Background: an optimization exercise with open tools, aiming at small area. Do not read the settings as production practice.
At most, simulation tests tie the RTL to the original design; equivalence was not proved.
No functional check of the RTL was part of run 3.
Power and IR drop assume default switching activity.

[design/flow/run.sh]
#!/bin/bash
# synth_recipe.tcl (not shown) runs the flow's synth.tcl, then flattens the netlist and writes it again
# the make line also repeats each setting of config.mk as NAME=value (left out here)
make -C /OpenROAD-flow-scripts/flow DESIGN_CONFIG=/design/flow/config.mk WORK_HOME=/design/flow/orfs CLKGATE_MAP_FILE= SYNTH_SCRIPT=/design/flow/synth_recipe.tcl finish
[design/flow/config.mk]
export PLATFORM = sky130hd
export DESIGN_NAME = main
export DESIGN_NICKNAME = main
export VERILOG_FILES = /design/flow/design.v
export SDC_FILE = /design/flow/constraint.sdc
export NUM_CORES = 4
export LEC_CHECK = 0
export CAP_MARGIN = 20
export CORE_MARGIN = 2
export CORE_UTILIZATION = 40
export PLACE_DENSITY = 0.6
export SLEW_MARGIN = 20
[design/flow/constraint.sdc]
create_clock -name core_clock -period 12.0 [get_ports {clk}]
set_input_delay 2.4000 -clock core_clock [delete_from_list [all_inputs] [get_ports {clk}]]
set_output_delay 2.4000 -clock core_clock [all_outputs]
set_load 0.01 [all_outputs]
[design/flow/design.v]
`timescale 1ns / 1ps
module display(
	input [3:0] number,
	output reg [6:0] seg
	);
	always @* begin
		case(number)
			0: seg = 7'b1000000;
			1: seg = 7'b1111001;
			2: seg = 7'b0100100;
			3: seg = 7'b0110000;
			4: seg = 7'b0011001;
			5: seg = 7'b0010010;
			6: seg = 7'b0000010;
			7: seg = 7'b1111000;
			8: seg = 7'b0000000;
			9: seg = 7'b0010000;
			default: seg = 7'b1111111;  
		endcase
	end
endmodule
`timescale 1ns / 1ps
module gamelogic(
	input clk,
	input rst,
	input clk_2hz,
	input tick_move,
	input [1:0] direction,
	input [9:0] index,
	output reg sc_th,
	output reg [3:0] sc_hu,
	output reg [3:0] sc_te,
	output reg [3:0] sc_un,
	output reg is_snake,
	output is_food
	);
	reg [9:0] head;
	reg [4:0] hrow, hcol;
	reg [9:0] body [1:29];
	reg [9:0] food;
	reg [4:0] rng1, rng2;
	reg lost;
	reg game_over;
	integer i;
	assign is_food = (food == index);
	wire wall = (direction == 2'd0 && hcol == 5'd0) || (direction == 2'd1 && hcol == 5'd29) ||
	            (direction == 2'd2 && hrow == 5'd0) || (direction == 2'd3 && hrow == 5'd29);
	reg [9:0] nh;
	always @* begin
		case (direction)
			2'd0: nh = head - 10'd1;
			2'd1: nh = head + 10'd1;
			2'd2: nh = head - 10'd30;
			default: nh = head + 10'd30;
		endcase
	end
	wire [4:0] s_small = sc_te * 5'd10 + sc_un;
	wire in_small = ~sc_th && sc_hu == 4'd0 && sc_te <= 4'd2;
	wire wrapzone = sc_th && sc_hu == 4'd0 && sc_te == 4'd2;
	reg [4:0] k;
	always @* begin
		if (wrapzone)
			k = {1'b0, sc_un};
		else if (in_small && s_small < 5'd26)
			k = s_small + 5'd4;
		else
			k = 5'd30;
	end
	reg [29:1] hit;
	always @* begin
		for (i = 1; i < 30; i = i + 1)
			hit[i] = (index == body[i]);
	end
	wire hit0 = (index == head);
	always @(posedge clk) begin
		if (rst) begin
			is_snake <= 0;
			game_over <= 0;
		end
		else begin
			is_snake <= hit0 | (|hit);
			game_over <= hit0 & (|hit);
		end
	end
	wire eat = ~clk_2hz & ~lost & (head == food);
	wire move = tick_move & ~lost & ~wall;
	always @(posedge clk) begin
		if (rst) begin
			rng1 <= 5'd1;
			rng2 <= 5'd3;
			food <= 10'd88;
			head <= 10'd3;
			hrow <= 5'd0;
			hcol <= 5'd3;
			body[1] <= 10'd2;
			body[2] <= 10'd1;
			body[3] <= 10'd0;
			for (i = 4; i < 30; i = i + 1)
				body[i] <= 10'd1020;
			lost <= 0;
			sc_th <= 0;
			sc_hu <= 0;
			sc_te <= 0;
			sc_un <= 0;
		end
		else begin
			rng1 <= {rng1[3:0], rng1[4] ^ rng1[2]};
			rng2 <= {rng2[3:0], rng2[4] ^ rng2[2]};
			if (game_over | (clk_2hz & ~lost & wall))
				lost <= 1;
			if (move) begin
				head <= nh;
				case (direction)
					2'd0: hcol <= hcol - 5'd1;
					2'd1: hcol <= hcol + 5'd1;
					2'd2: hrow <= hrow - 5'd1;
					default: hrow <= hrow + 5'd1;
				endcase
				for (i = 1; i < 30; i = i + 1)
					if (i < k)
						body[i] <= (i == 1) ? head : body[i - 1];
			end
			if (eat) begin
				food <= {rng1, rng2} % 10'd900;
				if (sc_th && sc_hu == 4'd0 && sc_te == 4'd2 && sc_un == 4'd3) begin
					sc_th <= 0; sc_te <= 0; sc_un <= 0;
				end
				else if (sc_un != 4'd9)
					sc_un <= sc_un + 4'd1;
				else begin
					sc_un <= 0;
					if (sc_te != 4'd9)
						sc_te <= sc_te + 4'd1;
					else begin
						sc_te <= 0;
						if (sc_hu != 4'd9)
							sc_hu <= sc_hu + 4'd1;
						else begin
							sc_hu <= 0;
							sc_th <= 1;
						end
					end
				end
			end
		end
	end
endmodule
`timescale 1ns / 1ps
module main(
	input clk,
	input rst,
	input btnu,
	input btnd,
	input btnl,
	input btnr,
	output [7:0] rgb,
	output hsync1,
	output vsync1,
	output reg [9:0] h_counter,
	output reg [9:0] v_counter,
	output reg [3:0] an,
	output [6:0] seg,
	output reg [1:0] direction
    );
	reg [13:0] count_2hz;
	reg clk_2hz;
	always @(posedge clk) begin
		if (rst) begin
			count_2hz <= 0;
			clk_2hz <= 0;
		end
		else begin
			count_2hz <= count_2hz + 14'd1;
			if (&count_2hz)
				clk_2hz <= ~clk_2hz;
		end
	end
	wire tick_move = clk_2hz & (count_2hz == 14'd0);
	reg [13:0] count_fast;
	reg clk_fast;
	wire fast_wrap = (count_fast == 14'd12499);
	always @(posedge clk) begin
		if (rst) begin
			count_fast <= 0;
			clk_fast <= 0;
		end
		else if (fast_wrap) begin
			count_fast <= 0;
			clk_fast <= ~clk_fast;
		end
		else
			count_fast <= count_fast + 14'd1;
	end
	wire fast_rise = fast_wrap & ~clk_fast;
	always @(posedge clk) begin
		if (rst) begin
			h_counter <= 0;
			v_counter <= 0;
		end
		else if (h_counter < 10'd799)
			h_counter <= h_counter + 10'd1;
		else begin
			h_counter <= 0;
			if (v_counter < 10'd520)
				v_counter <= v_counter + 10'd1;
			else
				v_counter <= 0;
		end
	end
	assign hsync1 = ~(h_counter < 10'd96);
	assign vsync1 = ~(v_counter < 10'd2);
	reg in_display;
	reg is_border;
	reg [9:0] index_reg;
	wire [13:0] hq = {4'b0, h_counter} - 14'd224;
	wire [13:0] vq = {4'b0, v_counter} - 14'd35;
	wire [9:0] index_calc = hq[13:4] + vq[13:4] * 10'd30;
	always @(posedge clk) begin
		if (rst) begin
			in_display <= 0;
			is_border <= 0;
			index_reg <= 0;
		end
		else begin
			in_display <= (h_counter > 10'd223) && (h_counter < 10'd705) && (v_counter > 10'd33) && (v_counter < 10'd515);
			is_border <= (h_counter[3:0] == 4'd0) | (v_counter[3:0] == 4'd3) | (v_counter == 10'd514);
			index_reg <= index_calc;
		end
	end
	wire is_snake;
	wire is_food;
	reg rgb_w, rgb_s, rgb_f;
	always @(posedge clk) begin
		if (rst | ~in_display) begin
			rgb_w <= 0; rgb_s <= 0; rgb_f <= 0;
		end
		else begin
			rgb_w <= is_border;
			rgb_s <= is_border | is_snake;
			rgb_f <= is_border | is_snake | is_food;
		end
	end
	assign rgb = {rgb_w, rgb_w, rgb_s, rgb_w, rgb_w, rgb_w, rgb_f, rgb_f};
	reg [1:0] next_direction;
	always @(posedge clk) begin
		if (rst) begin
			direction <= 2'd1;
			next_direction <= 2'd1;
		end
		else if (clk_2hz)
			direction <= next_direction;
		else if (btnr) begin
			if (direction != 2'd0)
				next_direction <= 2'd1;
		end
		else if (btnl) begin
			if (direction != 2'd1)
				next_direction <= 2'd0;
		end
		else if (btnu) begin
			if (direction != 2'd3)
				next_direction <= 2'd2;
		end
		else if (btnd) begin
			if (direction != 2'd2)
				next_direction <= 2'd3;
		end
	end
	wire sc_th;
	wire [3:0] sc_hu, sc_te, sc_un;
	gamelogic gamelogic(
		.clk(clk),
		.rst(rst),
		.clk_2hz(clk_2hz),
		.tick_move(tick_move),
		.direction(direction),
		.index(index_reg),
		.sc_th(sc_th),
		.sc_hu(sc_hu),
		.sc_te(sc_te),
		.sc_un(sc_un),
		.is_snake(is_snake),
		.is_food(is_food)
	);
	wire [3:0] an_next = (&an) ? 4'b0111 : {an[0], an[3:1]};
	reg [3:0] digit;
	always @(posedge clk) begin
		if (rst) begin
			an <= 4'b1111;
			digit <= 4'hf;
		end
		else if (fast_rise) begin
			an <= an_next;
			digit <= ({4{~an_next[3]}} & {3'b0, sc_th})
			       | ({4{~an_next[2]}} & sc_hu)
			       | ({4{~an_next[1]}} & sc_te)
			       | ({4{~an_next[0]}} & sc_un);
		end
	end
	display segdisplay(
		.number(digit),
		.seg(seg)
	);
endmodule
==> results of run 1 <==
critical path: stages (launching register included):
cell and delay (ns):
dfxtp_1 0.39, ha_1 0.29, o41ai_1 0.52, nand2_1 0.14, xnor2_1 0.74, xnor2_1 0.16, ha_1 0.31, inv_1 0.05
fa_1 0.49, inv_1 0.04, ha_1 0.33, xnor2_1 0.15, ha_1 0.33, or2_2 0.29, a21oi_1 0.15, a31oi_1 0.06
and3_1 0.16, or3_1 0.33, mux2i_1 0.12
per-stage QoR:
stage | cells | worst slack (ns)
floorplan | 2591 | 7.334
global placement | 3240 | 6.973
detailed placement | 3240 | 6.861
CTS | 3330 | 6.875
global route | 3331 | 6.542
finish | 3331 | 6.873
cells by family (layout without fill, tap and decap cells):
family          Yosys count  after routing  synth area share (%)
fa+ha+maj                74             74                 4.495
buf+inv                 238            222                 4.639
simple gates            907            907                 18.83
flops                   430            430                 38.08
xor+xnor                412            412                 16.09
mux                     185            185                 8.220
compound gates          345            345                 9.648
cells in the mapped netlist, types with 5 or more instances:
master / n
nor4_1: 52
o21a_1: 8
dfxtp_1: 430
xnor2_1: 242
nand4_1: 69
nand3_1: 56
xor2_1: 168
or3_1: 18
nand2_1: 212
a21oi_1: 157
buf_2: 21
o21bai_1: 7
o21ai_0: 72
a211oi_1: 11
fa_1: 12
nor2b_1: 18
a31oi_1: 6
nand2b_1: 9
a31o_2: 6
mux2i_1: 180
buf_6: 10
and3_1: 8
and4_1: 6
buf_1: 32
or2_2: 9
nor3_1: 117
nor2_1: 303
clkbuf_1: 101
mux2_2: 5
a21o_1: 17
inv_1: 58
ha_1: 62
o211ai_1: 11
buf_4: 14
cell type report:
type / count / area [um2] / area share [%]
multi-input combinational: 1923 / 13030 / 51.84
clock inverter: 19 / 240.2 / 0.9557
clock buffer: 71 / 1389 / 5.525
sequential: 430 / 8621 / 34.30
inverter: 59 / 224.0 / 0.8910
tap: 756 / 945.9 / 3.763
timing repair buffer: 73 / 685.7 / 2.728
worst paths after layout:
check,endpoint,slack [ns],cells after the start
setup / recovery,index_reg[9]$_SDFF_PP0_,6.87,18
hold / removal,gamelogic.rng2[1]$_SDFF_PP1_,0.44,1
setup reg to reg,index_reg[9]$_SDFF_PP0_,6.87,18
hold reg to reg,gamelogic.rng2[1]$_SDFF_PP1_,0.44,1
layer usage:
layer / vias up / track usage, % / part of all wire [%]
met3: 77 / 2.209 / 3.9
met5: - / 0 / 0
li1: 8758 / - / -
met2: 319 / 31.29 / 47
met4: 0 / 5.011 / 1.9
met1: 8431 / 25.58 / 47
report_power, final:
part | internal (mW) | switching, mW
Clock | 0.912 | 0.609
Sequential | 1.43 | 0.00813
Combinational | 0.0277 | 0.0602
Total | 2.37 | 0.677
cell usage in the layout, fill, tap and decap left out, types with 49 or more instances in the layout:
cell type	instances
dfxtp_1	420
nand2_1	212
nand3_1	56
nor2_1	303
ha_1	62
o21ai_0	72
clkbuf_16	49
xnor2_1	242
nor4_1	52
a21oi_1	156
mux2i_1	180
nand4_1	69
nor3_1	115
inv_1	57
xor2_1	168
==> metrics.md, run 1 <==
| Metric | Value |
|---|---|
| RSZ-0062 raised after global routing | no |
| Worst-path clk slew | 0.06 ns |
| Max FFs per register | 290 |
| DR vias/cell | 5.279 |
| CTS Sinks | 430 |
| Via Count | 17590 |
| Synth Instances | 2591 |
| Req. time, crit path | 12.51 ns |
| Post-synth cell types | 82 |
| Final Critical Period | 5.127 ns |
| DRC | 0 |
| # diodes | 0 |
| Antenna-violating nets left | 0 |
| PwrDens | 121.4 mW/mm2 |
| Post-layout util | 44.75% |
| First-pass DRT Iterations | 7 |
| Fin area | 0.02514 mm2 |
| Largest net degree at the start of global routing | 242 |
| #FFs+latches synth | 430 |
| Ys Warns | 4 |
| Clock Path Buffers | 3 |
| Avg WL per Cell | 16.74 um |
| Overflow after GRT | 0 |
| Mapped Nets | 2671 |
| Final period util | 42.72% |
| Mean Syn Cell Area | 8.724 um2 |
| Top reg by flops | gamelogic.body |
| Setup TNS | 0 ns |
| WS Path Type | reg -> reg |
| Max-cap viol count | 0 |
| Worst Setup End Kind | register |
| Root Buffer | clkbuf_16 |
| Die width | 241.7 um |
| Row count | 87 |
| Clk latency of the worst-skew pair | 0.59 ns |
| Fin. max-slew vios | 0 |
| Synth top area share | 38.08% |
| Setup repair bufs after CTS | 0 |
| Die height | 241.7 um |
| H-tree depth | 2 |
| TritonCTS buffer count | 48 |
| NumNets Final | 2615 |
| First-pass GRT wire length | 91480 um |
| Die area | 0.05843 mm2 |
| Ports | 49 |
| Filler cells | 5513 |
| Fraction of layout cells with a size suffix above 1 | 6.330% |
| Sequential area share after synthesis | 38.08% |
| CTS resizes | 0 |
| Initial core utilization | 40.24% |
| Core area | 0.05617 mm2 |
| Top Registers | gamelogic.body (290), count_2hz (14), count_fast (14) |
| Antenna violations before repair | 0 |
| Arrival time worst endpoint | 5.64 ns |
| Hold WC Path Type | reg -> reg |
| Crit path launch | v_counter[1]$_SDFFE_PP0P_ |
| Tot GR Track Use | 18.74% |
| Final setup vio count | 0 |
| Synth top area cells | dfxtp_1, xnor2_1, mux2i_1 |
| Post-DP HPWL | 36840 um |
| # hold bufs at CTS | 0 |
| Highest clock rate | 195.0 MHz |
| Status | no timing/DRC/antenna violations |
| Post-synth EDFFs | 0 |
| Worst Tran Pin Value | 1.212 ns |
| Post-Route WL | 55760 um |
| Worst r2r src | v_counter[1]$_SDFFE_PP0P_ |
| Area after DPL | 0.02348 mm2 |
| Port Buffer Count | 48 |
| Cell area after technology mapping | 0.02260 mm2 |
| Total power | 3.051 mW |
| Hold_sp | gamelogic.rng2[0]$_SDFF_PP1_ |
| DRT iter0 DRCs | 1048 |
| Area grow syn2layout | 11.20% |
| Final Hold Vio Count | 0 |
| LEAKAGE | 9.117 nW |
| Routability cong. | 0.8117 |
| Fraction of registers with async set/reset | 0% |
| Clk_skew | 0.03164 ns |
| Worst setup SP type | register |
| Vias in the first global route | 17220 |
| CTS tree | yes |
| Crit-path max FO | 10 |
| Ys flop type | dfxtp_1 |
| Cell taking the most area after synthesis | dfxtp_1 |
| Max IR drop VDD | 0.09323 mV |
| Hold WS | 0.4439 ns |
| Slew HR | 19.17% |
==> run 2: changes to the inputs <==
--- a/design/flow/design.v
+++ b/design/flow/design.v
@@ -27,6 +27,7 @@
 	input tick_move,
 	input [1:0] direction,
 	input [9:0] index,
+	input [9:0] h_counter,
 	output reg sc_th,
 	output reg [3:0] sc_hu,
 	output reg [3:0] sc_te,
@@ -36,12 +37,10 @@
 	);
 	reg [9:0] head;
 	reg [4:0] hrow, hcol;
-	reg [9:0] body [1:29];
 	reg [9:0] food;
 	reg [4:0] rng1, rng2;
 	reg lost;
 	reg game_over;
-	integer i;
 	assign is_food = (food == index);
 	wire wall = (direction == 2'd0 && hcol == 5'd0) || (direction == 2'd1 && hcol == 5'd29) ||
 	            (direction == 2'd2 && hrow == 5'd0) || (direction == 2'd3 && hrow == 5'd29);
@@ -66,24 +65,96 @@
 		else
 			k = 5'd30;
 	end
-	reg [29:1] hit;
+	wire k2 = (k >= 5'd2);           
+	wire [4:0] kx = k - 5'd1;        
+	reg [9:0] ring [0:28];
+	reg [4:0] jin;                   
+	reg init;                        
+	reg pend;                        
+	reg strm;                        
+	reg [9:0] xhead;                 
+	wire [9:0] port_a = ring[28];
+	wire [9:0] port_b = ring[13];
+	wire [4:0] jb = (jin > 5'd14) ? jin - 5'd14 : jin + 5'd15;
+	wire window = (h_counter >= 10'd704) || (h_counter < 10'd176);
+	wire active = pend & (strm | (window & (jin == 5'd1)));
+	wire last = (jin == kx);
+	reg [9:0] port_out;
 	always @* begin
-		for (i = 1; i < 30; i = i + 1)
-			hit[i] = (index == body[i]);
+		if (init)
+			port_out = {{8{jin >= 5'd4}}, jin == 5'd2, jin == 5'd1};
+		else if (active)
+			port_out = xhead;
+		else
+			port_out = port_a;
 	end
-	wire hit0 = (index == head);
+	integer i;
+	always @(posedge clk) begin
+		for (i = 1; i < 29; i = i + 1)
+			ring[i] <= ring[i - 1];
+		ring[0] <= port_out;
+	end
+	wire move = tick_move & ~lost & ~wall;
 	always @(posedge clk) begin
 		if (rst) begin
-			is_snake <= 0;
-			game_over <= 0;
+			jin <= 5'd1;
+			init <= 1;
+			pend <= 0;
+			strm <= 0;
+		end
+		else begin
+			jin <= (jin == 5'd29) ? 5'd1 : jin + 5'd1;
+			if (jin == 5'd29)
+				init <= 0;
+			if (move & k2)
+				pend <= 1;
+			else if (active & last)
+				pend <= 0;
+			strm <= active & ~last;
+		end
+		if (move)
+			xhead <= head;
+		else if (active)
+			xhead <= port_a;
+	end
+	wire mask_a = k2 & (jin == kx);
+	wire mask_b = k2 & (jb == kx);
+	wire [9:0] target = index + 10'd1;
+	wire ma = (port_a == target);
+	wire mb = (port_b == target);
+	reg acc_all, acc_keep, cur_all, cur_keep;
+	always @(posedge clk) begin
+		if (h_counter[3:0] == 4'd0) begin
+			cur_all <= acc_all;
+			cur_keep <= acc_keep;
+			acc_all <= 0;
+			acc_keep <= 0;
 		end
 		else begin
-			is_snake <= hit0 | (|hit);
-			game_over <= hit0 & (|hit);
+			acc_all <= acc_all | ma | mb;
+			acc_keep <= acc_keep | (ma & ~mask_a) | (mb & ~mask_b);
 		end
 	end
+	reg acc_sc, selfcol_next, selfcol;
+	wire msc = (port_a == nh) & ~mask_a;
+	always @(posedge clk) begin
+		if (jin == 5'd29) begin
+			selfcol_next <= acc_sc | msc;
+			acc_sc <= 0;
+		end
+		else
+			acc_sc <= acc_sc | msc;
+	end
+	wire hit0 = (index == head);
+	wire hitx = (index == xhead);
+	always @(posedge clk) begin
+		is_snake <= (pend ? (cur_keep | hitx) : cur_all) | hit0;
+		if (rst)
+			game_over <= 0;
+		else
+			game_over <= hit0 & selfcol;
+	end
 	wire eat = ~clk_2hz & ~lost & (head == food);
-	wire move = tick_move & ~lost & ~wall;
 	always @(posedge clk) begin
 		if (rst) begin
 			rng1 <= 5'd1;
@@ -92,11 +163,7 @@
 			head <= 10'd3;
 			hrow <= 5'd0;
 			hcol <= 5'd3;
-			body[1] <= 10'd2;
-			body[2] <= 10'd1;
-			body[3] <= 10'd0;
-			for (i = 4; i < 30; i = i + 1)
-				body[i] <= 10'd1020;
+			selfcol <= 0;
 			lost <= 0;
 			sc_th <= 0;
 			sc_hu <= 0;
@@ -110,15 +177,13 @@
 				lost <= 1;
 			if (move) begin
 				head <= nh;
+				selfcol <= selfcol_next;
 				case (direction)
 					2'd0: hcol <= hcol - 5'd1;
 					2'd1: hcol <= hcol + 5'd1;
 					2'd2: hrow <= hrow - 5'd1;
 					default: hrow <= hrow + 5'd1;
 				endcase
-				for (i = 1; i < 30; i = i + 1)
-					if (i < k)
-						body[i] <= (i == 1) ? head : body[i - 1];
 			end
 			if (eat) begin
 				food <= {rng1, rng2} % 10'd900;
@@ -275,6 +340,7 @@
 		.tick_move(tick_move),
 		.direction(direction),
 		.index(index_reg),
+		.h_counter(h_counter),
 		.sc_th(sc_th),
 		.sc_hu(sc_hu),
 		.sc_te(sc_te),
==> run 2 against run 1 <==
  * Still clean
  * Cell count fell by 35%
  * Clock power barely moved
  * Critical path depth fell by 1
  * Largest power group is now registers
==> metrics.md, run 2 <==
| Metric | Value |
|---|---|
| Status | no timing/DRC/antenna violations |
| Final period util | 45.59% (+2.9 points) |
| Top Registers | gamelogic.ring (290), count_2hz (14), count_fast (14) |
| Most frequent CP cell | o21ai_0 |
| Post-synth EDFFs | 13 (+13) |
| # hold bufs at CTS | 0 (unchanged) |
| Req. time, crit path | 12.42 ns (-0.09 ns) |
| Commonest non-fill, non-tap cell in the layout | dfxtp_1 |
| Sw frac | 20.88% (-1.3 points) |
| Ys Warns | 4 (unchanged) |
| Worst Tran Pin Value | 1.018 ns (-0.1942 ns) |
| Core area | 0.04102 mm2 (-27%) |
| Ports | 49 (unchanged) |
| Mapped Nets | 1667 (-38%) |
| Area fraction in compound gates after synthesis | 8.901% (-0.75 points) |
| Combinational power share | 2.6% (-0.3 points) |
| Simple-gate share of the synthesized area | 12.34% (-6.5 points) |
| CTS Sinks | 455 (+5.8%) |
| Die height | 208.5 um (-14%) |
| Pint | 2.630 mW (+11%) |
| Clk latency of the worst-skew pair | 0.60 ns (about the same) |
| Root Buffer | clkbuf_16 |
| Post-Route WL | 31690 um (-43%) |
| Setup TNS | 0 ns (unchanged) |
| CTS tree | yes |
| Max IR drop VDD | 0.1607 mV (+72%) |
| Fraction of registers with async set/reset | 0% (unchanged) |
| Crit-path slowest cell | o41ai_1 |
| First-pass DRT Iterations | 5 (-2) |
| Vias in the first global route | 10310 (-40%) |
| Synth top area share | 52.90% (+15 points) |
| Sw power | 0.6940 mW (+2.4%) |
| Antenna violations before repair | 0 (unchanged) |
| Sequential power share | 52.4% (+5.1 points) |
| PwrDens | 172.9 mW/mm2 (+42%) |
| Initial core utilization | 40.78% (+0.54 points) |
| Worst Setup End Kind | register |
| Fin. max-slew vios | 0 (unchanged) |
| Die area | 0.04347 mm2 (-26%) |
| Ys flop type | dfxtp_1 |
| Setup repair bufs after CTS | 0 (unchanged) |
| WS Path Type | reg -> reg |
| Fraction of layout cells with a size suffix above 1 | 6.781% (+0.45 points) |
| Overflow after GRT | 0 (unchanged) |
| Clock Path Buffers | 3 (unchanged) |
| Worst setup SP type | register |
| Largest family of logic cells by synthesized area | simple AND/OR/NAND/NOR gates |
| Largest net degree at the start of global routing | 82 (-66%) |
| DR vias/cell | 4.947 (-6.3%) |
| CTS resizes | 0 (unchanged) |
| Worst stage delay on the critical path | 0.75 ns (about the same) |
| # diodes | 0 (unchanged) |
| Mean Syn Cell Area | 10.61 um2 (+22%) |
| Synth top area cells | dfxtp_1, ha_1, xnor2_1 |
| Worst-path clk slew | 0.06 ns (about the same) |
| Final Hold Vio Count | 0 (unchanged) |
| Arrival time worst endpoint | 5.89 ns (+0.25 ns) |
| Row count | 74 (-15%) |
| Hold WC Path Type | reg -> reg |
| Synth Area in Adders | 6.956% (+2.5 points) |
| XOR/XNOR Fraction of Synth Area | 10.46% (-5.6 points) |
| NumNets Final | 1696 (-35%) |
| Cell area after technology mapping | 0.01673 mm2 (-26%) |
| Max FFs per register | 290 (unchanged) |
| TritonCTS buffer count | 45 (-6.3%) |
| Critical Path, Cell by Cell | ha_1, o41ai_1, xor2_1, fa_1, fa_1, inv_1, fa_1, inv_1, ha_1, o21ai_0, a21boi_0, o21ai_0, a21oi_1, o21ai_0, a21oi_1, o21ai_0, nor3b_1 |
| Area grow syn2layout | 14.92% |
| Avg WL per Cell | 14.61 um (-13%) |
| Top reg by flops | gamelogic.ring |
| Post-layout util | 46.87% (+2.1 points) |
| Max-cap viol count | 0 (unchanged) |
| Filler cells | 3753 (-32%) |
| Crit-path max FO | 10 (unchanged) |
| DRT iter0 DRCs | 625 (-40%) |
| Post-synth cell types | 77 (-6.1%) |
| Synth Instances | 1576 (-39%) |
| Most frequent cell after synthesis | dfxtp_1 |
| Routability cong. | 0.8495 (+4.7%) |
| DRC | 0 (unchanged) |
| Port Buffer Count | 48 (unchanged) |
| Most frequent cells in the layout | dfxtp_1, nor2_1, xnor2_1, xor2_1, nand2_1 |
| Via Count | 10730 (-39%) |
| Post-DP HPWL | 21620 um (-41%) |
| Slew HR | 31.97% (+13 points) |
| Final setup vio count | 0 (unchanged) |
| First-pass GRT wire length | 52500 um (-43%) |
| Clk_skew | 0.03888 ns (+0.007247 ns) |
| Clk pwr share | 45.0% (-4.9 points) |
| Multiplexer share of the synthesized area | 2.648% (-5.6 points) |
| Tot GR Track Use | 14.77% (-4.0 points) |
| Antenna-violating nets left | 0 (unchanged) |
| H-tree depth | 2 (unchanged) |
| Sequential area share after synthesis | 55.23% (+17 points) |
| LEAKAGE | 7.871 nW (-14%) |
| #FFs+latches synth | 455 (+5.8%) |
| Die width | 208.5 um (-14%) |
| Synth cell count leaders | dfxtp_1, nor2_1, xnor2_1 |
| Final Critical Period | 5.471 ns (+0.3438 ns) |
| RSZ-0062 raised after global routing | no |
| Cell taking the most area after synthesis | dfxtp_1 |
| Highest clock rate | 182.8 MHz (-6.3%) |
[run 2: power by group through the flow]
| stage | clock network [mW] | logic, mW | registers (mW) |
|---|---|---|---|
| 3_3_place_gp | 0 | 0.0859 | 1.77 |
| 5_1_grt | 1.60 | 0.0981 | 1.76 |
| 6_report | 1.49 | 0.0873 | 1.74 |
| 4_1_cts | 1.54 | 0.0880 | 1.75 |
| 3_5_place_dp | 0 | 0.0871 | 1.78 |
| 2_1_floorplan | 0 | 0.0696 | 1.75 |
[run 2: final cells by class]
cell class,instances,area (um2),area share [%]
sequential,455,9239,48.06
multi-input combinational,978,6912,35.95
clock buffer,58,1266,6.587
tap,532,665.6,3.463
timing repair buffer,54,520.5,2.708
clock inverter,21,354.1,1.842
inverter,71,266.5,1.386
[run 2: critical path: cells and delay by family (launching register included)]
kind / cells / cell delay (ns)
adders and majority gates: 5 / 2.24
AOI/OAI and AO/OA: 8 / 1.90
xor gates and xnor gates: 1 / 0.53
DFF: 1 / 0.40
and+or+nand+nor: 1 / 0.14
buffers and inverters: 2 / 0.11
[run 2: stage by stage]
stage	hold slack [ns]	cell area, um2	setup slack (ns)	power [mW]	cells
5_1_grt	0.3070	19220	6.047	3.457	2169
6_report	0.2988	19220	6.529	3.324	2169
4_1_cts	0.2955	19220	6.566	3.373	2169
3_5_place_dp	0.3121	17600	6.692	1.864	2090
2_1_floorplan	0.3096	16730	7.192	1.819	1576
3_3_place_gp	0.3097	17600	6.809	1.860	2090
[run 2: layer usage]
| metal | routed length, um | track usage (%) |
|---|---|---|
| met1 | 15590 | 20.30 |
| met4 | 769 | 5.433 |
| met2 | 13880 | 23.10 |
| met3 | 1450 | 2.838 |
| met5 | 0 | 0 |
[run 2: kinds of logic (layout without fill, tap and decap cells)]
logic type / count (synthesis) / in the layout
buffers and inverters: 143 / 204
XOR/XNOR: 194 / 194
flip-flops: 455 / 455
AND/OR/NAND/NOR: 425 / 425
multiplexers: 43 / 43
adder cells (fa/ha/maj): 86 / 86
AO/OA/AOI/OAI: 230 / 230
[run 2: worst paths after layout]
path                                       from                            end  slack, ns  cells past startpoint
hold / removal    gamelogic.ring[25][9]$_DFF_P_  gamelogic.ring[26][9]$_DFF_P_       0.30                      0
setup / recovery      v_counter[0]$_SDFFE_PP0P_        index_reg[9]$_SDFF_PP0_       6.53                     17
hold reg to reg   gamelogic.ring[25][9]$_DFF_P_  gamelogic.ring[26][9]$_DFF_P_       0.30                      0
setup reg to reg      v_counter[0]$_SDFFE_PP0P_        index_reg[9]$_SDFF_PP0_       6.53                     17
==> run 3: changes to the inputs <==
--- a/design/flow/design.v
+++ b/design/flow/design.v
@@ -38,7 +38,8 @@
 	reg [9:0] head;
 	reg [4:0] hrow, hcol;
 	reg [9:0] food;
-	reg [4:0] rng1, rng2;
+	reg [4:0] rng1;
+	wire [4:0] rng2 = {rng1[3] ^ rng1[4], rng1[2] ^ rng1[3], rng1[1] ^ rng1[2], rng1[0] ^ rng1[1], rng1[0] ^ rng1[2] ^ rng1[4]};
 	reg lost;
 	reg game_over;
 	assign is_food = (food == index);
@@ -158,7 +159,6 @@
 	always @(posedge clk) begin
 		if (rst) begin
 			rng1 <= 5'd1;
-			rng2 <= 5'd3;
 			food <= 10'd88;
 			head <= 10'd3;
 			hrow <= 5'd0;
@@ -172,7 +172,6 @@
 		end
 		else begin
 			rng1 <= {rng1[3:0], rng1[4] ^ rng1[2]};
-			rng2 <= {rng2[3:0], rng2[4] ^ rng2[2]};
 			if (game_over | (clk_2hz & ~lost & wall))
 				lost <= 1;
 			if (move) begin
@@ -229,21 +228,23 @@
     );
 	reg [13:0] count_2hz;
 	reg clk_2hz;
+	wire c2_low0 = ~|count_2hz[12:0];
+	wire c2_wrap = count_2hz[13] & c2_low0;
 	always @(posedge clk) begin
 		if (rst) begin
 			count_2hz <= 0;
 			clk_2hz <= 0;
 		end
 		else begin
-			count_2hz <= count_2hz + 14'd1;
-			if (&count_2hz)
+			count_2hz <= {count_2hz[12:0], count_2hz[13] ^ count_2hz[12] ^ count_2hz[11] ^ count_2hz[1] ^ c2_low0};
+			if (c2_wrap)
 				clk_2hz <= ~clk_2hz;
 		end
 	end
-	wire tick_move = clk_2hz & (count_2hz == 14'd0);
+	wire tick_move = clk_2hz & ~count_2hz[13] & c2_low0;
 	reg [13:0] count_fast;
 	reg clk_fast;
-	wire fast_wrap = (count_fast == 14'd12499);
+	wire fast_wrap = (count_fast == 14'd10522);
 	always @(posedge clk) begin
 		if (rst) begin
 			count_fast <= 0;
@@ -254,7 +255,7 @@
 			clk_fast <= ~clk_fast;
 		end
 		else
-			count_fast <= count_fast + 14'd1;
+			count_fast <= {count_fast[12:0], ~(count_fast[13] ^ count_fast[12] ^ count_fast[11] ^ count_fast[1])};
 	end
 	wire fast_rise = fast_wrap & ~clk_fast;
 	always @(posedge clk) begin
@@ -277,19 +278,27 @@
 	reg in_display;
 	reg is_border;
 	reg [9:0] index_reg;
-	wire [13:0] hq = {4'b0, h_counter} - 14'd224;
-	wire [13:0] vq = {4'b0, v_counter} - 14'd35;
-	wire [9:0] index_calc = hq[13:4] + vq[13:4] * 10'd30;
+	reg [9:0] index_step;
+	always @* begin
+		if (h_counter != 10'd0)
+			index_step = {9'd0, h_counter[3:0] == 4'd0};
+		else if (v_counter == 10'd0)
+			index_step = -10'd15;
+		else if (v_counter[3:0] == 4'd3)
+			index_step = -10'd19;
+		else
+			index_step = -10'd49;
+	end
 	always @(posedge clk) begin
 		if (rst) begin
 			in_display <= 0;
 			is_border <= 0;
-			index_reg <= 0;
+			index_reg <= 10'd935;
 		end
 		else begin
 			in_display <= (h_counter > 10'd223) && (h_counter < 10'd705) && (v_counter > 10'd33) && (v_counter < 10'd515);
 			is_border <= (h_counter[3:0] == 4'd0) | (v_counter[3:0] == 4'd3) | (v_counter == 10'd514);
-			index_reg <= index_calc;
+			index_reg <= index_reg + index_step;
 		end
 	end
 	wire is_snake;
==> run 3 against run 2 <==
  * Still clean on timing, DRC and antenna
  * Core utilization about the same
  * Synthesized cell count decreased by 7.7%
  * Total power increased by 5.0%
  * Fmax increased by 6.3%
  * Critical endpoint is now vsync1
  * Largest cell class unchanged
  * Largest power group unchanged
  * Highest routed layer unchanged
==> metrics.md, run 3 <==
| Metric | Value |
|---|---|
| Area of the multi-input gates | 0.006007 mm2 (-13%) |
| Post-synth EDFFs | 13 (unchanged) |
| Worst Tran Pin Value | 1.069 ns (+0.05107 ns) |
| Initial core utilization | 40.46% (-0.32 points) |
| CTS tree | yes |
| Req. time, crit path | 9.60 ns (-2.82 ns) |
| # diodes | 0 (unchanged) |
| Setup repair bufs after CTS | 0 (unchanged) |
| Worst r2r src | direction[1]$_SDFFE_PP0P_ |
| Post-DP HPWL | 20060 um (-7.2%) |
| Post-layout util | 46.83% (about the same) |
| DRT iter0 DRCs | 529 (-15%) |
| PwrDens | 192.9 mW/mm2 (+12%) |
| Ys Warns | 4 (unchanged) |
| Synth top area cells | dfxtp_1, xnor2_1, ha_1 |
| Clk latency of the worst-skew pair | 0.58 ns (-0.02 ns) |
| Post-route insts no fill | 2041 (-5.9%) |
| Fraction of layout cells with a size suffix above 1 | 5.581% (-1.2 points) |
| Port Buffer Count | 48 (unchanged) |
| Fraction of registers with async set/reset | 0% (unchanged) |
| Commonest non-fill, non-tap cell in the layout | dfxtp_1 |
| Die width | 201.7 um (-3.3%) |
| Clk_skew | 0.02385 ns (-0.01504 ns) |
| First-pass GRT wire length | 50190 um (-4.4%) |
| Core area | 0.03865 mm2 (-5.8%) |
| Mapped Nets | 1534 (-8.0%) |
| Via Count | 9853 (-8.2%) |
| Tot GR Track Use | 15.20% (+0.43 points) |
| Fin. max-slew vios | 0 (unchanged) |
| Ys flop type | dfxtp_1 |
| Cell area after technology mapping | 0.01564 mm2 (-6.5%) |
| First-pass DRT Iterations | 5 (unchanged) |
| Mean Syn Cell Area | 10.75 um2 (+1.3%) |
| Dpl cells | 1964 (-6.0%) |
| Ports | 49 (unchanged) |
| Clock Path Buffers | 3 (unchanged) |
| R2r worst-path depth | 12 (-5) |
| Final period util | 42.88% (-2.7 points) |
| Highest clock rate | 194.3 MHz (+6.3%) |
| CTS resizes | 0 (unchanged) |
| Met3 Use GR | 3.045% (+0.21 points) |
| Busiest grt layer | met2 |
| CTS Sinks | 450 (-1.1%) |
| Worst Setup End Kind | primary output |
| RSZ-0062 raised after global routing | no |
| H-tree depth | 2 (unchanged) |
| Antenna-violating nets left | 0 (unchanged) |
| Final setup vio count | 0 (unchanged) |
| Max FFs per register | 290 (unchanged) |
| Hold WC Path Type | reg -> reg |
| WS Path Type | reg -> out |
| Synth top area share | 55.95% (+3.1 points) |
| Crit-path max FO | 5 (-5) |
| DRC | 0 (unchanged) |
| Synth cell count leaders | dfxtp_1, nand2_1, nor2_1 |
| #FFs+latches synth | 450 (-1.1%) |
| Post-Route WL | 29960 um (-5.5%) |
| Largest net degree at the start of global routing | 77 (-6.1%) |
| Most frequent cells in the layout | dfxtp_1, nand2_1, nor2_1, xnor2_1, ha_1 |
| Synth Instances | 1455 (-7.7%) |
| Sequential area share after synthesis | 58.45% (+3.2 points) |
| Arrival time worst endpoint | 2.75 ns (-3.14 ns) |
| Overflow after GRT | 0 (unchanged) |
| Max IR drop VDD | 0.1429 mV (-11%) |
| Status | no timing/DRC/antenna violations |
| NumNets Final | 1571 (-7.4%) |
| TritonCTS buffer count | 44 (-2.2%) |
| Final Critical Period | 5.145 ns (-0.3253 ns) |
| DR vias/cell | 4.828 (-2.4%) |
| Avg WL per Cell | 14.68 um (+0.45%) |
| M1 GR Usage | 21.14% (+0.83 points) |
| Routability cong. | 0.8218 (-3.3%) |
| Crit path launch | v_counter[6]$_SDFFE_PP0P_ |
| Row count | 72 (-2.7%) |
| Sequential cell area | 0.009139 mm2 (-1.1%) |
| Hold_sp | gamelogic.ring[5][1]$_DFF_P_ |
| Post-synth cell types | 69 (-10%) |
| Max-cap viol count | 0 (unchanged) |
| Die height | 201.7 um (-3.3%) |
| Top Registers | gamelogic.ring (290), count_2hz (14), count_fast (14) |
| Worst-path clk slew | 0.06 ns (about the same) |
| Slew HR | 28.11% (-3.9 points) |
| Cell taking the most area after synthesis | dfxtp_1 |
| LEAKAGE | 7.342 nW (-6.7%) |
| Most frequent cell after synthesis | dfxtp_1 |
| Met2 Usage GRT | 23.14% (+0.040 points) |
| Die area | 0.04069 mm2 (-6.4%) |
| Area grow syn2layout | 15.74% |
| # hold bufs at CTS | 0 (unchanged) |
| Root Buffer | clkbuf_16 |
| Antenna violations before repair | 0 (unchanged) |
| Top reg by flops | gamelogic.ring |
| Setup TNS | 0 ns (unchanged) |
| Worst setup SP type | register |
| Final Hold Vio Count | 0 (unchanged) |
| Vias in the first global route | 9720 (-5.8%) |
| Filler cells | 3513 (-6.4%) |
| Hold path cells | 0 (unchanged) |
[run 3: through the flow]
step           power [mW]  setup WS (ns)  hold WS (ns)  cell area, um2
2_1_floorplan       1.980          7.965        0.3096           15640
3_3_place_gp        2.053          7.462        0.3097           16540
3_5_place_dp        2.064          7.417        0.3121           16540
4_1_cts             3.536          6.814        0.3162           18100
5_1_grt             3.644          6.688        0.3256           18100
6_report            3.490          6.855        0.3158           18100
[run 3: worst max-delay path, cell delays in order, from the launching register on]
cell and delay, ns:
dfxtp_1 0.35, or3_1 0.39, or3_1 0.33, or3_1 0.35
nor2_1 0.20, nand2_1 0.08, clkdlybuf4s50_1 0.48
[run 3: final timing paths]
path                                      end  slack, ns
min reg2reg      gamelogic.ring[6][1]$_DFF_P_       0.32
max                                    vsync1       6.85
min              gamelogic.ring[6][1]$_DFF_P_       0.32
max reg2reg  gamelogic.selfcol_next$_DFFE_PP_       7.99
[run 3: layout make-up]
class | count | share of cell area (%)
flip-flops and latches | 450 | 50.50
multi-input cells | 881 | 33.19
clock buffers | 64 | 7.066
well taps | 518 | 3.581
repair buffers | 53 | 2.835
clock inverters | 13 | 1.542
inverters | 62 | 1.286
[run 3: routing by layer]
metal,wire length (um),vias to the layer above
li1,-,4969
met1,14650,4632
met2,13070,189
met3,1472,63
met4,758,0
met5,0,-
[run 3: cell families after synthesis]
kind of cell / count (synthesis) / synth area share, %
XOR/XNOR: 157 / 9.162
multiplexers: 27 / 1.752
adder cells (fa/ha/maj): 73 / 6.129
flip-flops: 450 / 58.45
AND/OR/NAND/NOR: 413 / 12.74
AO/OA/AOI/OAI: 211 / 8.594
buffers and inverters: 124 / 3.177
[run 3: report_power, final]
part,total (mW),internal [mW],switching [mW],leakage [nW]
combinational,0.247,0.120,0.127,2.88
clock,1.46,0.896,0.563,0.748
sequential,1.78,1.68,0.102,3.71
total,3.49,2.70,0.792,7.34
==> run 4: changes to the inputs <==
--- a/design/flow/design.v
+++ b/design/flow/design.v
@@ -36,7 +36,7 @@
 	output is_food
 	);
 	reg [9:0] head;
-	reg [4:0] hrow, hcol;
+	reg [4:0] hcol;                  
 	reg [9:0] food;
 	reg [4:0] rng1;
 	wire [4:0] rng2 = {rng1[3] ^ rng1[4], rng1[2] ^ rng1[3], rng1[1] ^ rng1[2], rng1[0] ^ rng1[1], rng1[0] ^ rng1[2] ^ rng1[4]};
@@ -44,30 +44,33 @@
 	reg game_over;
 	assign is_food = (food == index);
 	wire wall = (direction == 2'd0 && hcol == 5'd0) || (direction == 2'd1 && hcol == 5'd29) ||
-	            (direction == 2'd2 && hrow == 5'd0) || (direction == 2'd3 && hrow == 5'd29);
-	reg [9:0] nh;
+	            (direction == 2'd2 && head < 10'd30) || (direction == 2'd3 && head >= 10'd870);
+	reg [9:0] nh_step;
 	always @* begin
 		case (direction)
-			2'd0: nh = head - 10'd1;
-			2'd1: nh = head + 10'd1;
-			2'd2: nh = head - 10'd30;
-			default: nh = head + 10'd30;
+			2'd0: nh_step = -10'd1;
+			2'd1: nh_step = 10'd1;
+			2'd2: nh_step = -10'd30;
+			default: nh_step = 10'd30;
 		endcase
 	end
-	wire [4:0] s_small = sc_te * 5'd10 + sc_un;
-	wire in_small = ~sc_th && sc_hu == 4'd0 && sc_te <= 4'd2;
-	wire wrapzone = sc_th && sc_hu == 4'd0 && sc_te == 4'd2;
-	reg [4:0] k;
+	wire [9:0] nh = head + nh_step;
+	wire low_score = ~sc_th && sc_hu == 4'd0;
+	wire wrapzone = sc_th && sc_hu == 4'd0 && sc_te == 4'd2;    
+	reg [4:0] kx;
 	always @* begin
 		if (wrapzone)
-			k = {1'b0, sc_un};
-		else if (in_small && s_small < 5'd26)
-			k = s_small + 5'd4;
+			kx = {1'b0, sc_un} - 5'd1;
+		else if (low_score && sc_te == 4'd0)
+			kx = {1'b0, sc_un} + 5'd3;
+		else if (low_score && sc_te == 4'd1)
+			kx = {1'b0, sc_un} + 5'd13;
+		else if (low_score && sc_te == 4'd2 && sc_un < 4'd6)
+			kx = {1'b0, sc_un} + 5'd23;
 		else
-			k = 5'd30;
+			kx = 5'd29;
 	end
-	wire k2 = (k >= 5'd2);           
-	wire [4:0] kx = k - 5'd1;        
+	wire k2 = (kx != 5'd31) && (kx != 5'd0);    
 	reg [9:0] ring [0:28];
 	reg [4:0] jin;                   
 	reg init;                        
@@ -118,8 +121,8 @@
 		else if (active)
 			xhead <= port_a;
 	end
-	wire mask_a = k2 & (jin == kx);
-	wire mask_b = k2 & (jb == kx);
+	wire mask_a = (jin == kx);
+	wire mask_b = (jb == kx);
 	wire [9:0] target = index + 10'd1;
 	wire ma = (port_a == target);
 	wire mb = (port_b == target);
@@ -161,7 +164,6 @@
 			rng1 <= 5'd1;
 			food <= 10'd88;
 			head <= 10'd3;
-			hrow <= 5'd0;
 			hcol <= 5'd3;
 			selfcol <= 0;
 			lost <= 0;
@@ -177,12 +179,8 @@
 			if (move) begin
 				head <= nh;
 				selfcol <= selfcol_next;
-				case (direction)
-					2'd0: hcol <= hcol - 5'd1;
-					2'd1: hcol <= hcol + 5'd1;
-					2'd2: hrow <= hrow - 5'd1;
-					default: hrow <= hrow + 5'd1;
-				endcase
+				if (~direction[1])
+					hcol <= hcol + {{4{~direction[0]}}, 1'b1};
 			end
 			if (eat) begin
 				food <= {rng1, rng2} % 10'd900;
@@ -242,22 +240,15 @@
 		end
 	end
 	wire tick_move = clk_2hz & ~count_2hz[13] & c2_low0;
-	reg [13:0] count_fast;
-	reg clk_fast;
-	wire fast_wrap = (count_fast == 14'd10522);
+	reg [11:0] fast_cnt;
+	wire fast_end = (fast_cnt == 12'd877);
 	always @(posedge clk) begin
-		if (rst) begin
-			count_fast <= 0;
-			clk_fast <= 0;
-		end
-		else if (fast_wrap) begin
-			count_fast <= 0;
-			clk_fast <= ~clk_fast;
-		end
+		if (rst | fast_end)
+			fast_cnt <= 0;
 		else
-			count_fast <= {count_fast[12:0], ~(count_fast[13] ^ count_fast[12] ^ count_fast[11] ^ count_fast[1])};
+			fast_cnt <= {fast_cnt[10:0], ~(fast_cnt[11] ^ fast_cnt[10] ^ fast_cnt[9] ^ fast_cnt[3])};
 	end
-	wire fast_rise = fast_wrap & ~clk_fast;
+	wire fast_rise = fast_end & (h_counter[2:0] == 3'd3);
 	always @(posedge clk) begin
 		if (rst) begin
 			h_counter <= 0;
@@ -275,8 +266,8 @@
 	end
 	assign hsync1 = ~(h_counter < 10'd96);
 	assign vsync1 = ~(v_counter < 10'd2);
-	reg in_display;
-	reg is_border;
+	wire in_display = (h_counter > 10'd224) && (h_counter < 10'd706) && (v_counter > 10'd33) && (v_counter < 10'd515);
+	wire is_border = (h_counter[3:0] == 4'd1) | (v_counter[3:0] == 4'd3) | (v_counter == 10'd514);
 	reg [9:0] index_reg;
 	reg [9:0] index_step;
 	always @* begin
@@ -290,16 +281,10 @@
 			index_step = -10'd49;
 	end
 	always @(posedge clk) begin
-		if (rst) begin
-			in_display <= 0;
-			is_border <= 0;
+		if (rst)
 			index_reg <= 10'd935;
-		end
-		else begin
-			in_display <= (h_counter > 10'd223) && (h_counter < 10'd705) && (v_counter > 10'd33) && (v_counter < 10'd515);
-			is_border <= (h_counter[3:0] == 4'd0) | (v_counter[3:0] == 4'd3) | (v_counter == 10'd514);
+		else
 			index_reg <= index_reg + index_step;
-		end
 	end
 	wire is_snake;
 	wire is_food;
--- a/design/flow/config.mk
+++ b/design/flow/config.mk
@@ -8,5 +8,8 @@
 export CAP_MARGIN = 20
 export CORE_MARGIN = 2
 export CORE_UTILIZATION = 40
+export CTS_BUF_LIST = sky130_fd_sc_hd__clkbuf_4
+export CTS_CLUSTER_DIAMETER = 40
+export CTS_CLUSTER_SIZE = 10
 export PLACE_DENSITY = 0.6
 export SLEW_MARGIN = 20
==> run 4 against run 3 <==
  * Via count decreased by 5.6%
  * Worst setup slack got worse by 0.23 ns
  * Sequential share of layout area increased by 3.2 points
  * Cell count fell by 6.4%
  * Routed wire length is 7.0% lower
  * Fmax down 4.2%
  * Largest cell class unchanged
==> metrics.md, run 4 <==
| Metric | Value |
|---|---|
| WS Path Type | reg -> out |
| Post-synth cell types | 85 (+23%) |
| Post-Route WL | 27850 um (-7.0%) |
| Fraction of layout cells with a size suffix above 1 | 8.460% (+2.9 points) |
| Core area | 0.03679 mm2 (-4.8%) |
| Most frequent cell after synthesis | dfxtp_1 |
| Crit path launch | v_counter[6]$_SDFFE_PP0P_ |
| Routability cong. | 0.7953 (-3.2%) |
| Final Critical Period | 5.372 ns (+0.2269 ns) |
| Final setup vio count | 0 (unchanged) |
| Synth cell count leaders | dfxtp_1, nor2_1, nand2_1 |
| Pint | 2.160 mW (-20%) |
| R2R Setup Slk | 8.12 ns (+0.13 ns) |
| Max-cap viol count | 0 (unchanged) |
| Ports | 49 (unchanged) |
| Vias in the first global route | 8885 (-8.6%) |
| Status | no timing/DRC/antenna violations |
| Clock Path Buffers | 3 (unchanged) |
| R2r endpoint | index_reg[9]$_SDFF_PP1_ |
| Root Buffer | clkbuf_4 |
| Tot GR Track Use | 14.48% (-0.73 points) |
| CP endpoint | vsync1 |
| Crit-path slowest cell | clkdlybuf4s50_1 |
| CTS Sinks | 440 (-2.2%) |
| Worst setup SP type | register |
| Worst r2r src | v_counter[6]$_SDFFE_PP0P_ |
| Setup TNS | 0 ns (unchanged) |
| Worst Tran Pin Value | 0.8006 ns (-0.2686 ns) |
| Row count | 70 (-2.8%) |
| Arrival time worst endpoint | 2.97 ns (+0.22 ns) |
| Clk latency of the worst-skew pair | 0.79 ns (+0.21 ns) |
| Largest net degree at the start of global routing | 71 (-7.8%) |
| Cell area after technology mapping | 0.01503 mm2 (-3.9%) |
| Worst Setup End Kind | primary output |
| Synth top area cells | dfxtp_1, ha_1, xnor2_1 |
| Post-route insts no fill | 1911 (-6.4%) |
| PwrDens | 173.5 mW/mm2 (-10%) |
| Initial core utilization | 40.85% (+0.39 points) |
| Most frequent cells in the layout | dfxtp_1, nor2_1, nand2_1, xnor2_1 |
| H-tree depth | 2 (unchanged) |
| Mapped Nets | 1422 (-7.3%) |
| DRT iter0 DRCs | 446 (-16%) |
| Sw frac | 25.22% (+2.5 points) |
| Die width | 197.8 um (-1.9%) |
| Post-DP HPWL | 18660 um (-7.0%) |
| Post-layout util | 45.26% (-1.6 points) |
| Mean Syn Cell Area | 11.10 um2 (+3.3%) |
| Overflow after GRT | 0 (unchanged) |
| Commonest non-fill, non-tap cell in the layout | dfxtp_1 |
| Dpl cells | 1814 (-7.6%) |
| Req. time, crit path | 9.60 ns (about the same) |
| Synth Instances | 1354 (-6.9%) |
| Hold WC Path Type | reg -> reg |
| Total power | 2.888 mW (-17%) |
| Sw power | 0.7286 mW (-8.0%) |
| Fin area | 0.01665 mm2 (-8.0%) |
| Synth top area share | 56.88% (+0.93 points) |
| #FFs+latches synth | 440 (-2.2%) |
| R2r worst-path depth | 16 (+4) |
| NumNets Final | 1476 (-6.0%) |
| Final worst slack | 6.628 ns (-0.2269 ns) |
| Slew HR | 46.62% (+19 points) |
| Post-synth EDFFs | 13 (unchanged) |
| Clk_skew | 0.05915 ns (+0.03530 ns) |
| CTS tree | yes |
| Ys flop type | dfxtp_1 |
| Combinational power share | 8.4% (+1.3 points) |
| Clk pwr share | 30.7% (-11 points) |
| Area grow syn2layout | 10.77% |
| Final Hold Vio Count | 0 (unchanged) |
| Top reg by flops | gamelogic.ring |
| RSZ-0062 raised after global routing | no |
| Final period util | 44.77% (+1.9 points) |
| Antenna-violating nets left | 0 (unchanged) |
| Antenna violations before repair | 1 (+1) |
| Die area | 0.03914 mm2 (-3.8%) |
| Cell taking the most area after synthesis | dfxtp_1 |
| LEAKAGE | 6.694 nW (-8.8%) |
| Highest clock rate | 186.1 MHz (-4.2%) |
| Via Count | 9299 (-5.6%) |
| DRC | 0 (unchanged) |
| Setup repair bufs after CTS | 0 (unchanged) |
| Critical Path, Cell by Cell | or3_1, or3_1, or3_1, nor2_1, nand2_1, clkdlybuf4s50_1 |
| Top Registers | gamelogic.ring (290), count_2hz (14), fast_cnt (12) |
| DR vias/cell | 4.866 (+0.80%) |
| Crit-path max FO | 5 (unchanged) |
| CTS resizes | 0 (unchanged) |
| TritonCTS buffer count | 60 (+36%) |
| Ys Warns | 4 (unchanged) |
| Avg WL per Cell | 14.58 um (-0.69%) |
| Most frequent CP cell | or3_1 |
| Max IR drop VDD | 0.08998 mV (-37%) |
| Worst-path clk slew | 0.10 ns (+0.04 ns) |
| Max FFs per register | 290 (unchanged) |
| First-pass DRT Iterations | 4 (-1) |
| Die height | 197.8 um (-1.9%) |
| Hold WS | 0.2933 ns (-0.02247 ns) |
| Worst stage delay on the critical path | 0.48 ns (about the same) |
| First-pass GRT wire length | 45160 um (-10%) |
| Setup WS pre-CTS | 7.434 ns (+0.01666 ns) |
| Fin. max-slew vios | 0 (unchanged) |
| Port Buffer Count | 48 (unchanged) |
| Sequential area share after synthesis | 59.48% (+1.0 points) |
| Area after DPL | 0.01585 mm2 (-4.2%) |
| Sequential power share | 60.8% (+9.7 points) |
| # hold bufs at CTS | 0 (unchanged) |
| Fraction of registers with async set/reset | 0% (unchanged) |
-- run 4: cell type report --
type	instances	area, um2
clock inverter	28	289.0
inverter	50	187.7
clock buffer	68	510.5
fill	3475	20140
antenna	1	2.502
tap	468	585.6
timing repair buffer	52	505.5
multi-input combinational	804	5628
sequential	440	8939
-- run 4: worst min-delay path by stage --
stage | from | to | slack [ns] | cells after the start
finish | gamelogic.ring[16][9]$_DFF_P_ | gamelogic.ring[17][9]$_DFF_P_ | 0.29 | 0
global placement | gamelogic.ring[15][9]$_DFF_P_ | gamelogic.ring[16][9]$_DFF_P_ | 0.31 | 0
detailed placement | gamelogic.ring[14][2]$_DFF_P_ | gamelogic.ring[15][2]$_DFF_P_ | 0.31 | 0
CTS | gamelogic.ring[16][9]$_DFF_P_ | gamelogic.ring[17][9]$_DFF_P_ | 0.29 | 0
floorplan | gamelogic.ring[9][0]$_DFF_P_ | gamelogic.ring[10][0]$_DFF_P_ | 0.31 | 0
global route | gamelogic.ring[16][9]$_DFF_P_ | gamelogic.ring[17][9]$_DFF_P_ | 0.30 | 0
-- run 4: layer usage --
layer  share of wire [%]  GRT usage [%]  vias to the layer above
li1                    -              -                     4734
met1                  47          18.70                     4378
met2                  46          23.63                      150
met3                 4.8          3.338                       37
met4                 1.9          5.375                        0
met5                   0              0                        -
-- run 4: cell families (layout without fill, tap and decap cells) --
logic type | Yosys count | count (layout) | synth area share [%]
AO/OA/AOI/OAI | 180 | 180 | 7.826
AND/OR/NAND/NOR | 376 | 376 | 12.80
XOR/XNOR | 141 | 141 | 8.417
other | 0 | 1 | 0
multiplexers | 45 | 45 | 3.089
flip-flops | 440 | 440 | 59.48
adder cells (fa/ha/maj) | 62 | 62 | 5.312
buffers and inverters | 110 | 198 | 3.072
-- run 4: power by group through the flow --
| stage | Combinational [mW] | Sequential, mW | Clock (mW) |
|---|---|---|---|
| after floorplan | 0.234 | 1.72 | 0 |
| after global placement | 0.237 | 1.79 | 0 |
| after detailed placement | 0.242 | 1.79 | 0 |
| after CTS | 0.244 | 1.76 | 0.933 |
| after global routing | 0.275 | 1.78 | 0.991 |
| final | 0.243 | 1.76 | 0.888 |
-- run 4: worst max-delay path, delay by kind of cell (launching register included) --
| family | cells | cell delay, ns |
|---|---|---|
| AND/OR/NAND/NOR | 5 | 1.35 |
| buffers and inverters | 1 | 0.48 |
| flip-flops | 1 | 0.36 |
==> run 5: changes to the inputs <==
--- a/design/flow/config.mk
+++ b/design/flow/config.mk
@@ -8,8 +8,8 @@
 export CAP_MARGIN = 20
 export CORE_MARGIN = 2
 export CORE_UTILIZATION = 40
-export CTS_BUF_LIST = sky130_fd_sc_hd__clkbuf_4
-export CTS_CLUSTER_DIAMETER = 40
-export CTS_CLUSTER_SIZE = 10
+export CTS_BUF_LIST = sky130_fd_sc_hd__clkbuf_8
+export CTS_CLUSTER_DIAMETER = 60
+export CTS_CLUSTER_SIZE = 16
 export PLACE_DENSITY = 0.6
 export SLEW_MARGIN = 20
==> run 5 against run 4 <==
  * Still clean
  * Worst setup slack gained 0.22 ns
  * Final area fell by 0.30%
  * Count of clock-buffer cells in the layout is 27 lower
  * Flip-flop and latch count stayed put
  * Critical endpoint unchanged
  * Largest cell class unchanged
==> metrics.md, run 5 <==
| Metric | Value |
|---|---|
| Highest clock rate | 194.2 MHz (+4.3%) |
| Sequential area share after synthesis | 59.48% (unchanged) |
| Fin. max-slew vios | 0 (unchanged) |
| Area after DPL | 0.01585 mm2 (unchanged) |
| Post-synth cell types | 85 (unchanged) |
| XOR/XNOR Fraction of Synth Area | 8.417% (unchanged) |
| Tot GR Track Use | 14.15% (-0.33 points) |
| Worst stage delay on the critical path | 0.48 ns (about the same) |
| Root Buffer | clkbuf_8 |
| Worst r2r src | v_counter[6]$_SDFFE_PP0P_ |
| #FFs+latches synth | 440 (unchanged) |
| # hold bufs at CTS | 0 (unchanged) |
| Arrival time worst endpoint | 2.75 ns (-0.22 ns) |
| CTS resizes | 0 (unchanged) |
| Routability cong. | 0.7953 (unchanged) |
| Initial core utilization | 40.85% (unchanged) |
| Row count | 70 (unchanged) |
| Die height | 197.8 um (unchanged) |
| H-tree depth | 2 (unchanged) |
| Multiplexer share of the synthesized area | 3.089% (unchanged) |
| Final period util | 42.91% (-1.9 points) |
| Hold_sp | gamelogic.ring[20][6]$_DFF_P_ |
| TritonCTS buffer count | 38 (-37%) |
| R2r worst-path depth | 16 (unchanged) |
| Most frequent cell after synthesis | dfxtp_1 |
| DRT iter0 DRCs | 438 (-1.8%) |
| Most frequent CP cell | or3_1 |
| Simple-gate share of the synthesized area | 12.80% (unchanged) |
| Via Count | 9135 (-1.8%) |
| Largest net degree at the start of global routing | 71 (unchanged) |
| Most frequent cells in the layout | dfxtp_1, nor2_1, nand2_1, xnor2_1, xor2_1 |
| Setup TNS | 0 ns (unchanged) |
| CTS Sinks | 440 (unchanged) |
| NumNets Final | 1454 (-1.5%) |
| LEAKAGE | 6.622 nW (-1.1%) |
| Clk latency of the worst-skew pair | 0.58 ns (-0.21 ns) |
| Overflow after GRT | 0 (unchanged) |
| Max FFs per register | 290 (unchanged) |
| PwrDens | 172.6 mW/mm2 (-0.49%) |
| Ys Warns | 4 (unchanged) |
| WS Path Type | reg -> out |
| Fraction of registers with async set/reset | 0% (unchanged) |
| R2r endpoint | index_reg[9]$_SDFF_PP1_ |
| Final worst slack | 6.851 ns (+0.2230 ns) |
| Fraction of layout cells with a size suffix above 1 | 6.067% (-2.4 points) |
| Top Registers | gamelogic.ring (290), count_2hz (14), fast_cnt (12) |
| Worst-path clk slew | 0.09 ns (about the same) |
| Die width | 197.8 um (unchanged) |
| Commonest non-fill, non-tap cell in the layout | dfxtp_1 |
| Setup WS pre-CTS | 7.434 ns (unchanged) |
| Max IR drop VDD | 0.07061 mV (-22%) |
| Hold WC Path Type | reg -> reg |
| Synth Area in Adders | 5.312% (unchanged) |
| Synth top area share | 56.88% (unchanged) |
| Cell area after technology mapping | 0.01503 mm2 (unchanged) |
| # diodes | 0 (-1) |
| CTS tree | yes |
| Ys flop type | dfxtp_1 |
| CP bufs+invs | 1 (unchanged) |
| DRC | 0 (unchanged) |
| Post-Route WL | 27570 um (-1.0%) |
| Max-cap viol count | 0 (unchanged) |
| Die area | 0.03914 mm2 (unchanged) |
| Crit-path slowest cell | clkdlybuf4s50_1 |
| Cell taking the most area after synthesis | dfxtp_1 |
| Mapped Nets | 1422 (unchanged) |
| Vias in the first global route | 8696 (-2.1%) |
| Area fraction in compound gates after synthesis | 7.826% (unchanged) |
| Post-route insts no fill | 1869 (-2.2%) |
| Avg WL per Cell | 14.75 um (+1.2%) |
| Synth cell count leaders | dfxtp_1, nor2_1, nand2_1 |
| Area grow syn2layout | 10.44% |
| Status | no timing/DRC/antenna violations |
| Largest family of logic cells by synthesized area | simple AND/OR/NAND/NOR gates |
| Antenna violations before repair | 0 (-1) |
| Hold path cells | 0 (unchanged) |
| DR vias/cell | 4.888 (+0.44%) |
| Port Buffer Count | 48 (unchanged) |
| Worst setup SP type | register |
| Filler cells | 3478 (+0.086%) |
| Fin area | 0.01660 mm2 (-0.30%) |
| CP top delay family | simple AND/OR/NAND/NOR gates |
| Req. time, crit path | 9.60 ns (about the same) |
| Mean Syn Cell Area | 11.10 um2 (unchanged) |
| R2R Setup Slk | 8.11 ns (about the same) |
| Crit-path max FO | 5 (unchanged) |
| Ports | 49 (unchanged) |
| Top reg by flops | gamelogic.ring |
| RSZ-0062 raised after global routing | no |
| Clk_skew | 0.02712 ns (-0.03203 ns) |
| Synth top area cells | dfxtp_1, ha_1, xnor2_1 |
| Synth Instances | 1354 (unchanged) |
| Post-DP HPWL | 18660 um (unchanged) |
| First-pass GRT wire length | 44600 um (-1.2%) |
| First-pass DRT Iterations | 5 (+1) |
| Critical Path, Cell by Cell | or3_1, or3_1, or3_1, nor2_1, nand2_1, clkdlybuf4s50_1 |
| Post-synth EDFFs | 13 (unchanged) |
| Antenna-violating nets left | 0 (unchanged) |
| Final Hold Vio Count | 0 (unchanged) |
| Setup repair bufs after CTS | 0 (unchanged) |
| WHS Endpoint | gamelogic.ring[21][6]$_DFF_P_ |
| Worst Setup End Kind | primary output |
| Slew HR | 46.80% (+0.17 points) |
| Clock Path Buffers | 3 (unchanged) |
| Final Critical Period | 5.149 ns (-0.2230 ns) |
| Final setup vio count | 0 (unchanged) |
| Dpl cells | 1814 (unchanged) |
| Worst Tran Pin Value | 0.7980 ns (-0.002615 ns) |
| Core area | 0.03679 mm2 (unchanged) |
## run 5: cell counts after synthesis
No cell type changed its count.
## run 5: layer usage
metal  wire [um]  track usage, %
met5           0               0
met4         543           4.288
met3        1112           2.640
met2       12620           23.28
met1       13290           18.89
## run 5: area by class of cell
class	count	area (um2)	share of cell area, %
clock buffers	41	564.3	3.400
clock inverters	14	187.7	1.131
inverters	50	187.7	1.131
multi-input cells	804	5628	33.91
flip-flops and latches	440	8939	53.86
well taps	468	585.6	3.528
repair buffers	52	505.5	3.046
## run 5: worst max path at each step
stage                     cells after the start  slack (ns)     end                      start
after floorplan                               5        7.96  vsync1  v_counter[6]$_SDFFE_PP0P_
after global placement                        6        7.45  vsync1  v_counter[6]$_SDFFE_PP0P_
after detailed placement                      6        7.43  vsync1  v_counter[6]$_SDFFE_PP0P_
after CTS                                     6        6.81  vsync1  v_counter[6]$_SDFFE_PP0P_
after global routing                          6        6.67  vsync1  v_counter[6]$_SDFFE_PP0P_
final                                         6        6.85  vsync1  v_counter[6]$_SDFFE_PP0P_
## run 5: cells by family after synthesis
logic type / Yosys count
and+or+nand+nor: 376
buffers and inverters: 110
adders and majority gates: 62
xor gates and xnor gates: 141
muxes: 45
AOI/OAI and AO/OA: 180
DFF: 440
## run 5: where the power goes
| part | internal, mW | switching [mW] |
|---|---|---|
| sequential | 1.65 | 0.108 |
| clock | 0.387 | 0.477 |
| combinational | 0.122 | 0.122 |
## run 5: through the flow
step	hold WS (ns)	util (%)	total power, mW
6_report	0.3142	45.12	2.866
5_1_grt	0.3127	45.12	3.007
4_1_cts	0.3171	45.12	2.907
3_5_place_dp	0.3121	43.07	2.034
3_3_place_gp	0.3097	43.07	2.025
2_1_floorplan	0.3096	-	1.955

[what the ideal ports hide]
How much do the figures lean on ideal ports? The routed layouts below were timed once more, with nothing changed but the port constraints.
Step 1, drivers: a clkbuf_16 drives clk and a buf_2 each remaining input, both assumed.
Step 2 also shifts input and output timing later by t, the mid clock arrival at the registers, as if the neighbouring blocks saw the same clock.
Slacks: ideal ports / drivers / drivers and shift; pairs: ideal ports / drivers.
| run | shift t [ns] | setup slack, ns | hold WS [ns] |
|---|---|---|---|
| run 1 | 0.634 | 6.873 / 6.873 / 6.836 | 0.444 / 0.444 / 0.444 |
| run 2 | 0.635 | 6.529 / 6.529 / 6.529 | 0.299 / 0.299 / 0.299 |
| run 3 | 0.613 | 6.855 / 6.805 / 7.418 | 0.316 / 0.316 / 0.316 |
| run 4 | 0.807 | 6.628 / 6.583 / 7.390 | 0.293 / 0.293 / 0.293 |
| run 5 | 0.601 | 6.851 / 6.805 / 7.406 | 0.314 / 0.314 / 0.314 |
After both steps every run listed still meets setup and hold. For run 1, which loses most, drivers alone change the setup slack by 0.000 ns; drivers and shift together by -0.037 ns.
